This design comes from an exercise in tuning for small area, a short achievable clock period and few clock cycles on the open sky130 flow, not from production work. In this exercise RTL edits were held to simulation tests only and were not proved equivalent to the original. Power and IR drop assume default switching activity.

Setup of 11-01:
// beta
module beta(    input logic clk, reset,
                input logic [31:0] id, memReadData,
                output logic [31:0] ia, memAddr, memWriteData,
                output logic MemRead, MemWrite);
logic        stall, rst;
always_ff @(posedge clk or posedge reset) begin
	if (reset) rst <= 1'b1;
	else       rst <= 1'b0;
end
logic [31:0] IR;
logic        vD;
pc pc_module(clk, rst, stall, ia);
always_ff @(posedge clk) begin
	if (rst)         vD <= 1'b0;
	else if (!stall) vD <= 1'b1;
end
always_ff @(posedge clk) begin
	if (!stall) IR <= id;
end
logic        valid, usesRt, immI, zext, load, store;
logic        sub, sAdd, sSlt, sAnd, sOr, sXor, sNor, sSll, sSrl, sSra;
logic [4:0]  dst, rs, rt;
logic [31:0] rfa, rfb, fa, fb, faE, fbE, bop, immval, mval, Y, res;
logic        selSa, selTa, selYa, selMa, selOa, selSb, selTb, selYb, selMb, selOb;
logic        np, nn, slt;
logic [31:0] sum, Yo;
logic [4:0]  dE, dM;
logic        ldE, stE, ldM;
logic        hitEa, hitMa, hitEb, hitMb;
ctl ctl_module(IR, valid, usesRt, immI, zext, dst, load, store,
               sub, sAdd, sSlt, sAnd, sOr, sXor, sNor, sSll, sSrl, sSra);
assign rs = IR[25:21];
assign rt = IR[20:16];
regfile regfile_module(clk, rs, rt, rfa, rfb, dM, mval);
logic [4:0] nrs, nrt, dstD;
assign nrs  = stall ? IR[25:21] : id[25:21];
assign nrt  = stall ? IR[20:16] : id[20:16];
assign dstD = vD ? dst : 5'b0;
always_ff @(posedge clk) begin
	if (rst) begin
		hitEa <= 1'b0;
		hitEb <= 1'b0;
		hitMa <= 1'b0;
		hitMb <= 1'b0;
	end else begin
		hitEa <= ~stall & (dstD != 5'b0) & (dstD == id[25:21]);
  ...
For scale: roughly 1300 flip-flops, ~160 I/O pins.
==> flow/config.mk <==
export PLATFORM = sky130hd
export DESIGN_NAME = beta
export DESIGN_NICKNAME = beta
export VERILOG_FILES = /design/flow/design.v
export SDC_FILE = /design/flow/constraint.sdc
export NUM_CORES = 4
export LEC_CHECK = 0
export CAP_MARGIN = 20
export CORE_MARGIN = 2
export CORE_UTILIZATION = 55
export CTS_CLUSTER_DIAMETER = 100
export CTS_CLUSTER_SIZE = 20
export SLEW_MARGIN = 20
export SYNTH_HIERARCHICAL = 1
export TNS_END_PERCENT = 10
==> flow/constraint.sdc <==
create_clock -name core_clock -period 12.0 [get_ports {clk}]
set_input_delay 2.4000 -clock core_clock [delete_from_list [all_inputs] [get_ports {clk}]]
set_output_delay 2.4000 -clock core_clock [all_outputs]
set_load 0.01 [all_outputs]
standard.sh (not shown) runs the stock make flow with config.mk's settings and CLKGATE_MAP_FILE= SYNTH_SCRIPT=/design/flow/synth_recipe.tcl, a recipe that flattens the netlist after the stock synthesis.
==> flow/flow/run.sh <==
#!/bin/bash
set -euo pipefail
MARGIN=$(cat flow/margin.txt)
bash standard.sh SETUP_SLACK_MARGIN=$MARGIN \
  "BUFFER_PORTS_ARGS=-buffer_cell sky130_fd_sc_hd__buf_4" \
  finish > flow_make.log 2>&1
==> flow/flow/margin.txt <==
8.45
Every stage of the flow completed for 11-01, and the final layout passed the timing, design-rule and antenna checks.
Testbench counts of 11-01, summed over its fixed seeds: cycles 13,274.
Input changes introduced in 01-15 (baseline for comparison: 11-01):
==> flow/flow/margin.txt <==
8.6
--- outcome ---
Sort 11-01 and 01-15 by sequential share of layout area asc -> top: 01-15
Of 11-01 and 01-15, the run reporting the higher maximum frequency was 01-15.
For the share of the clock period used by the worst path after layout, 01-15 came in 0.96 points lower than 11-01 did.

========
the previous run:
Another version of the RTL of beta (not shown whole).
Size: ~6200 cells after synthesis, about 1200 flip-flops, roughly 63000 um2 of cells after synthesis.
export LEC_CHECK = 0
export CAP_MARGIN = 20
export CORE_MARGIN = 2
export CORE_UTILIZATION = 55
export CTS_CLUSTER_DIAMETER = 100
export CTS_CLUSTER_SIZE = 22
export SLEW_MARGIN = 20
export SYNTH_HIERARCHICAL = 1
export TNS_END_PERCENT = 10
create_clock -name core_clock -period 12.0 [get_ports {clk}]
==> flow/flow/margin.txt <==
8.5
Scripts as last shown in full above: flow/flow/run.sh
Looking at the reports, the previous run completed the entire flow and the layout it produced met the timing, design-rule and antenna checks.
Testbench counts of the previous run, summed over its fixed seeds: cycles 13,274.
Changes in the current run relative to the previous run:
==> flow/flow/run.sh <==
#!/bin/bash
set -euo pipefail
MARGIN=$(cat flow/margin.txt)
bash standard.sh SETUP_SLACK_MARGIN=$MARGIN \
  "BUFFER_PORTS_ARGS=-buffer_cell sky130_fd_sc_hd__buf_2" \
  finish > flow_make.log 2>&1
==> flow/flow/margin.txt <==
8.35
==> comparison <==
- Relative to the previous run, number of clock buffers in the layout has increased by 2 in the current run.
- The higher non-clock buffer share of cell area of the previous run and the current run is in the previous run.
- The current run vs the previous run: pin slew with the least headroom to its limit up
- Across both runs, number of gates resized after CTS was lower for the current run than for the previous run.
- Cmp the previous run and the current run / global routing met1 resource utilization / higher: the previous run
- [diff] worst setup timing slack at the placement stage, the current run relative to the previous run: regression
- In the current run, the total routing usage reported by global routing came out 0.60 points below the value in the previous run.

========
Another version of the RTL of beta (not shown whole).
Size in the first run: ~4,700 cells after synthesis, roughly 1,300 flip-flops, roughly 160 I/O pins, ~0.061 mm^2 of cells after synthesis.
export LEC_CHECK = 0
export CAP_MARGIN = 20
export CORE_MARGIN = 2
export CORE_UTILIZATION = 55
export CTS_CLUSTER_DIAMETER = 100
export CTS_CLUSTER_SIZE = 22
export SLEW_MARGIN = 20
export SYNTH_HIERARCHICAL = 1
export TNS_END_PERCENT = 5
create_clock -name core_clock -period 12.0 [get_ports {clk}]
==> flow/flow/run.sh <==
#!/bin/bash
set -euo pipefail
MARGIN=$(cat flow/margin.txt)
bash standard.sh SETUP_SLACK_MARGIN=$MARGIN \
  "BUFFER_PORTS_ARGS=-buffer_cell sky130_fd_sc_hd__buf_4" \
  finish > flow_make.log 2>&1
==> flow/flow/margin.txt <==
8.5
The baseline finished with timing, DRC and antenna clean.
Testbench counts at the start, summed over its fixed seeds: cycles 13,274.
Change:
==> flow/flow/margin.txt (replaced) <==
8.6
Settings changed: CTS_CLUSTER_SIZE 22 to 20, TNS_END_PERCENT 5 to 10.
Outcome:
- setup slack gains 0.063 ns
- clock power is higher by about 4%
- final area is higher by 1.1%
- total power is higher by about 1.6%
- wire length is higher by about 4.3%
- clock-buffer cell count is higher by 10
- hold slack loses 0.0089 ns
- sequential power hardly moves
- non-clock buffer count is higher by 32

========
Setup of main:
The RTL this note starts from:
==> flow/design.v <==
module arith(input  logic        cin,
             input  logic [31:0] A, B,
             output logic [31:0] sum,
             output logic        slt);
logic [32:0] s;
logic        t31, v;
assign s   = {A, 1'b1} + {B, cin};
assign sum = s[32:1];
assign t31 = B[31] ^ (&B[30:0]);
assign v   = (~A[31] & ~t31 & sum[31]) | (A[31] & t31 & ~sum[31]);
assign slt = ~(&(A ^ B)) & (sum[31] ^ v);
endmodule
module shift(input  logic [31:0] A,
             input  logic [4:0]  shamt,
             input  logic        arith,
             output logic [31:0] shl, shr);
logic signed [32:0] ax;
logic [32:0]        r;
assign ax  = {arith & A[31], A};
assign r   = ax >>> shamt;
assign shl = A << shamt;
assign shr = r[31:0];
endmodule
module alu(input  logic [31:0] A, B,
           input  logic [4:0]  shamt,
           input  logic        cin, sAdd, sSlt, sAnd, sOr, sXor, sNor,
           input  logic        sSll, sSrl, sSra,
           output logic [31:0] sum,
           output logic        slt,
           output logic [31:0] Yo, Y);
logic [31:0] shl, shr;
arith xarith(cin, A, B, sum, slt);
shift xshift(A, shamt, sSra, shl, shr);
always_comb begin
	Yo = ({32{sAnd}} & (A & B))
	   | ({32{sOr}}  & (A | B))
	   | ({32{sXor}} & (A ^ B))
	   | ({32{sNor}} & ~(A | B))
	   | ({32{sSll}} & shl)
	   | ({32{sSrl | sSra}} & shr);
	Y = ({32{sAdd}} & sum) | {31'b0, sSlt & slt} | Yo;
end
endmodule
module ctl(input  logic [31:0] ins,
           output logic        valid,    
           output logic        usesRt,   
           output logic        imm,      
           output logic        zext,     
           output logic [4:0]  dst,      
           output logic        load, store,
           output logic        sub, sAdd, sSlt, sAnd, sOr, sXor, sNor,
           output logic        sSll, sSrl, sSra);
logic [5:0] op, fn;
logic       rtype, fadd, fsub, fand, for_, fxor, fnor, fslt, fsll, fsrl, fsra;
logic       addi, andi, ori, xori;
assign op = ins[31:26];
assign fn = ins[5:0];
assign rtype = (op == 6'b000000);
assign fadd = rtype & (fn == 6'b100000);
assign fsub = rtype & (fn == 6'b100010);
assign fand = rtype & (fn == 6'b100100);
assign for_ = rtype & (fn == 6'b100101);
assign fxor = rtype & (fn == 6'b100110);
assign fnor = rtype & (fn == 6'b100111);
assign fslt = rtype & (fn == 6'b101010);
assign fsll = rtype & (fn == 6'b000000);
assign fsrl = rtype & (fn == 6'b000010);
assign fsra = rtype & (fn == 6'b000011);
assign addi  = (op == 6'b001000);
assign andi  = (op == 6'b001100);
assign ori   = (op == 6'b001101);
assign xori  = (op == 6'b001110);
assign load  = (op == 6'b100011);
assign store = (op == 6'b101011);
assign sAdd = fadd | fsub | addi | load | store;
assign sub  = fsub | fslt;
assign sSlt = fslt;
assign sAnd = fand | andi;
assign sOr  = for_ | ori;
assign sXor = fxor | xori;
assign sNor = fnor;
assign sSll = fsll;
assign sSrl = fsrl;
assign sSra = fsra;
assign usesRt = fadd | fsub | fand | for_ | fxor | fnor | fslt | store;
assign imm    = addi | andi | ori | xori | load | store;
assign zext   = andi | ori | xori;
assign valid  = usesRt | fsll | fsrl | fsra | imm;
always_comb begin
	if (fadd | fsub | fand | for_ | fxor | fnor | fslt | fsll | fsrl | fsra)
		dst = ins[15:11];
	else if (addi | andi | ori | xori | load)
		dst = ins[20:16];
	else
		dst = 5'b0;
end
endmodule
module pc(input  logic        clk, rst, hold,
          output logic [31:0] ia);
logic [29:0] word;
always_ff @(posedge clk) begin
	if (rst)        word <= 30'b0;
	else if (!hold) word <= word + 30'd1;
end
assign ia = {word, 2'b00};
endmodule
module regfile(input  logic        clk,
               input  logic [4:0]  ra, rb,
               output logic [31:0] rda, rdb,
               input  logic [4:0]  wa,
               input  logic [31:0] wd);
logic [31:0]  r [1:31];
logic [991:0] flat;
logic [31:1]  sa, sb, sw;
dec5 deca(ra, sa);
dec5 decb(rb, sb);
dec5 decw(wa, sw);
always_ff @(posedge clk) begin
	for (int i = 1; i < 32; i++)
		if (sw[i]) r[i] <= wd;
end
always_comb
	for (int i = 1; i < 32; i++) flat[32*(i-1) +: 32] = r[i];
rdport porta(sa, flat, rda);
rdport portb(sb, flat, rdb);
endmodule
module dec5(input  logic [4:0]  a,
            output logic [31:1] sel);
always_comb
	for (int i = 1; i < 32; i++) sel[i] = (a == i[4:0]);
endmodule
module rdport(input  logic [31:1]  sel,
              input  logic [991:0] d,
              output logic [31:0]  q);
always_comb begin
	q = 32'b0;
	for (int i = 1; i < 32; i++)
		q = q | ({32{sel[i]}} & d[32*(i-1) +: 32]);
end
endmodule
module beta(    input logic clk, reset,
                input logic [31:0] id, memReadData,
                output logic [31:0] ia, memAddr, memWriteData,
                output logic MemRead, MemWrite);
logic        stall, rst;
always_ff @(posedge clk or posedge reset) begin
	if (reset) rst <= 1'b1;
	else       rst <= 1'b0;
end
logic [31:0] IR;
logic        vD;
pc pc_module(clk, rst, stall, ia);
always_ff @(posedge clk) begin
	if (rst)         vD <= 1'b0;
	else if (!stall) vD <= 1'b1;
end
always_ff @(posedge clk) begin
	if (!stall) IR <= id;
end
logic        valid, usesRt, immI, zext, load, store;
logic        sub, sAdd, sSlt, sAnd, sOr, sXor, sNor, sSll, sSrl, sSra;
logic [4:0]  dst, rs, rt;
logic [31:0] rfa, rfb, fa, fb, faE, fbE, bop, immval, mval, Y;
logic        selSa, selTa, selYa, selMa, selOa, selSb, selTb, selYb, selMb, selOb;
logic        np, nn, slt;
logic [31:0] sum, Yo;
logic [4:0]  dE, dM;
logic        ldE, stE, ldM;
logic        hitEa, hitMa, hitEb, hitMb;
ctl ctl_module(IR, valid, usesRt, immI, zext, dst, load, store,
               sub, sAdd, sSlt, sAnd, sOr, sXor, sNor, sSll, sSrl, sSra);
assign rs = IR[25:21];
assign rt = IR[20:16];
regfile regfile_module(clk, rs, rt, rfa, rfb, dM, mval);
assign hitEa = (dE == rs) & (rs != 5'b0);
assign hitMa = (dM == rs) & (rs != 5'b0);
assign hitEb = (dE == rt) & (rt != 5'b0);
assign hitMb = (dM == rt) & (rt != 5'b0);
assign mval = ldM ? memReadData : memAddr;
always_comb begin
	faE = hitMa ? memAddr : rfa;
	fbE = hitMb ? memAddr : rfb;
end
assign selSa = hitEa & sAddE;
assign selTa = hitEa & sSltE;
assign selYa = hitEa & ~sAddE & ~sSltE;
assign selMa = ~hitEa & hitMa & ldM;
assign selOa = ~hitEa & ~(hitMa & ldM);
assign selSb = hitEb & sAddE;
assign selTb = hitEb & sSltE;
assign selYb = hitEb & ~sAddE & ~sSltE;
assign selMb = ~hitEb & hitMb & ldM;
assign selOb = ~hitEb & ~(hitMb & ldM);
assign np = ~immI & ~sub;
assign nn = ~immI & sub;
fwd fwda(selSa, selTa, selYa, selMa, selOa, sum, slt, Yo, memReadData, faE, fa);
fwd fwdb(selSb, selTb, selYb, selMb, selOb, sum, slt, Yo, memReadData, fbE, fb);
fwdx fwdo(selSb & np, selSb & nn, selTb & np, selTb & nn, selYb & np, selYb & nn,
          selMb & np, selMb & nn, selOb | immI,
          sum, slt, Yo, memReadData, immI ? immval : (fbE ^ {32{sub}}), bop);
assign immval = {zext ? 16'b0 : {16{IR[15]}}, IR[15:0]};
assign stall = vD & valid & ldE & ((dE == rs) | (usesRt & (dE == rt))) & (dE != 5'b0);
logic [31:0] A, Bop, Bv;
logic [4:0]  shE;
logic        subE, sAddE, sSltE, sAndE, sOrE, sXorE, sNorE, sSllE, sSrlE, sSraE;
always_ff @(posedge clk) begin
	A     <= fa;
	Bop   <= bop;
	Bv    <= fb;
	shE   <= IR[10:6];
	subE  <= sub;
	sAddE <= sAdd;
	sSltE <= sSlt;
	sAndE <= sAnd;
	sOrE  <= sOr;
	sXorE <= sXor;
	sNorE <= sNor;
	sSllE <= sSll;
	sSrlE <= sSrl;
	sSraE <= sSra;
end
always_ff @(posedge clk) begin
	if (rst) begin
		dE  <= 5'b0;
		ldE <= 1'b0;
		stE <= 1'b0;
	end else begin
		dE  <= (vD & !stall) ? dst : 5'b0;
		ldE <= vD & !stall & load;
		stE <= vD & !stall & store;
	end
end
alu alu_module(A, Bop, shE, subE, sAddE, sSltE, sAndE, sOrE, sXorE, sNorE,
               sSllE, sSrlE, sSraE, sum, slt, Yo, Y);
always_ff @(posedge clk) begin
	memAddr      <= Y;
	memWriteData <= Bv;
end
always_ff @(posedge clk) begin
	if (rst) begin
		dM  <= 5'b0;
		ldM <= 1'b0;
	end else begin
		dM  <= dE;
		ldM <= ldE;
	end
end
always_ff @(posedge clk or posedge reset) begin
	if (reset) begin
		MemRead  <= 1'b0;
		MemWrite <= 1'b0;
	end else begin
		MemRead  <= ldE;
		MemWrite <= stE;
	end
end
endmodule
module fwd(input  logic        sS, sT, sY, sM, sO,
           input  logic [31:0] s,
           input  logic        t,
           input  logic [31:0] y, m, o,
           output logic [31:0] q);
assign q = ({32{sS}} & s) | {31'b0, sT & t} | ({32{sY}} & y)
         | ({32{sM}} & m) | ({32{sO}} & o);
endmodule
module fwdx(input  logic        sSp, sSn, sTp, sTn, sYp, sYn, sMp, sMn, sO,
            input  logic [31:0] s,
            input  logic        t,
            input  logic [31:0] y, m, o,
            output logic [31:0] q);
assign q = ({32{sSp}} & s) | ({32{sSn}} & ~s)
         | {31'b0, sTp & t} | {{31{sTn}}, sTn & ~t}
         | ({32{sYp}} & y) | ({32{sYn}} & ~y)
         | ({32{sMp}} & m) | ({32{sMn}} & ~m)
         | ({32{sO}} & o);
endmodule
==> flow/config.mk <==
export PLATFORM = sky130hd
export DESIGN_NAME = beta
export DESIGN_NICKNAME = beta
export VERILOG_FILES = /design/flow/design.v
export SDC_FILE = /design/flow/constraint.sdc
export NUM_CORES = 4
export LEC_CHECK = 0
export CAP_MARGIN = 20
export CORE_MARGIN = 2
export CORE_UTILIZATION = 55
export CTS_CLUSTER_DIAMETER = 60
export CTS_CLUSTER_SIZE = 24
export SLEW_MARGIN = 20
export SYNTH_HIERARCHICAL = 1
export TNS_END_PERCENT = 10
==> flow/constraint.sdc <==
create_clock -name core_clock -period 12.0 [get_ports {clk}]
set_input_delay 2.4000 -clock core_clock [delete_from_list [all_inputs] [get_ports {clk}]]
set_output_delay 2.4000 -clock core_clock [all_outputs]
set_load 0.01 [all_outputs]
==> flow/flow/margin.txt <==
8.6
Scripts as last shown in full above: flow/flow/run.sh
main closes out successfully: all stages finished, all timing, DRC and antenna checks passed.
Testbench counts of main, summed over its fixed seeds: cycles 13,274.
Relative to main, the following input files were edited for the feature branch:
- CTS_CLUSTER_DIAMETER changed from 60 to 100
==> flow/flow/run.sh <==
#!/bin/bash
set -euo pipefail
MARGIN=$(cat flow/margin.txt)
bash standard.sh SETUP_SLACK_MARGIN=$MARGIN \
  "BUFFER_PORTS_ARGS=-buffer_cell sky130_fd_sc_hd__buf_2" \
  finish > flow_make.log 2>&1
==> flow/flow/margin.txt <==
8.35
[summary]
- For the feature branch and main, there was not a single run that failed to finish clean.
- Total power after layout (higher): main
- Comparing the feature branch and main, the higher final wirelength is on main.
- [compare] base=main new=the feature branch: met2 global-route usage fell by 0.94 points, combinational power fell by about 6%, synthesized cell count barely changed, post-layout minimum cycle time moved down, endpoint arrival time on the critical path has remained practically unchanged.
- In the tables for the feature branch and main, clock power share reads higher with main.
- main was larger in final cell area than the feature branch.
- Between main and the feature branch, the ratio of final minimum period to clock period figures differ only marginally.
- Logic depth of the worst path, buffers included: main vs the feature branch identical

## static timing again, ports no longer ideal
No port has a modelled driver above. Below, the same layouts with a new extraction and two added sets of constraints.
Step 1, drivers: a clkbuf_16 drives clk and a buf_2 each remaining input, both assumed.
Step 2 also shifts input and output timing later by t, the mid clock arrival at the registers, as if the neighbouring blocks saw the same clock.
Three values: no drivers, after step 1, after step 2; two values: the first two.
run	shift t [ns]	setup slack, ns	worst hold slack (ns)	worst register clock-pin slew, ns	pins driven straight from the clock port
11-01	0.792	8.266 / 8.266 / 8.266	0.308 / 0.308 / 0.308	0.10 / 0.10	1
01-15	0.756	8.381 / 8.309 / 8.363	0.329 / 0.329 / 0.329	0.10 / 0.10	1
the previous run	0.759	8.250 / 8.250 / 8.092	0.313 / 0.313 / 0.313	0.11 / 0.11	1
the current run	0.759	8.123 / 8.123 / 7.963	0.333 / 0.333 / 0.333	0.10 / 0.10	1
the first run of note 3	0.776	8.313 / 8.294 / 8.313	0.328 / 0.328 / 0.328	0.10 / 0.10	1
the second run of note 3	0.782	8.376 / 8.293 / 8.381	0.319 / 0.319 / 0.319	0.10 / 0.10	1
main	0.832	8.276 / 8.190 / 8.401	0.328 / 0.328 / 0.328	0.09 / 0.09	1
the feature branch	0.815	8.291 / 8.211 / 8.303	0.332 / 0.332 / 0.332	0.11 / 0.11	1
After both steps setup and hold are still met in every run listed. For the current run, which loses most, drivers alone change the setup slack by 0.000 ns; drivers and shift together by -0.160 ns.
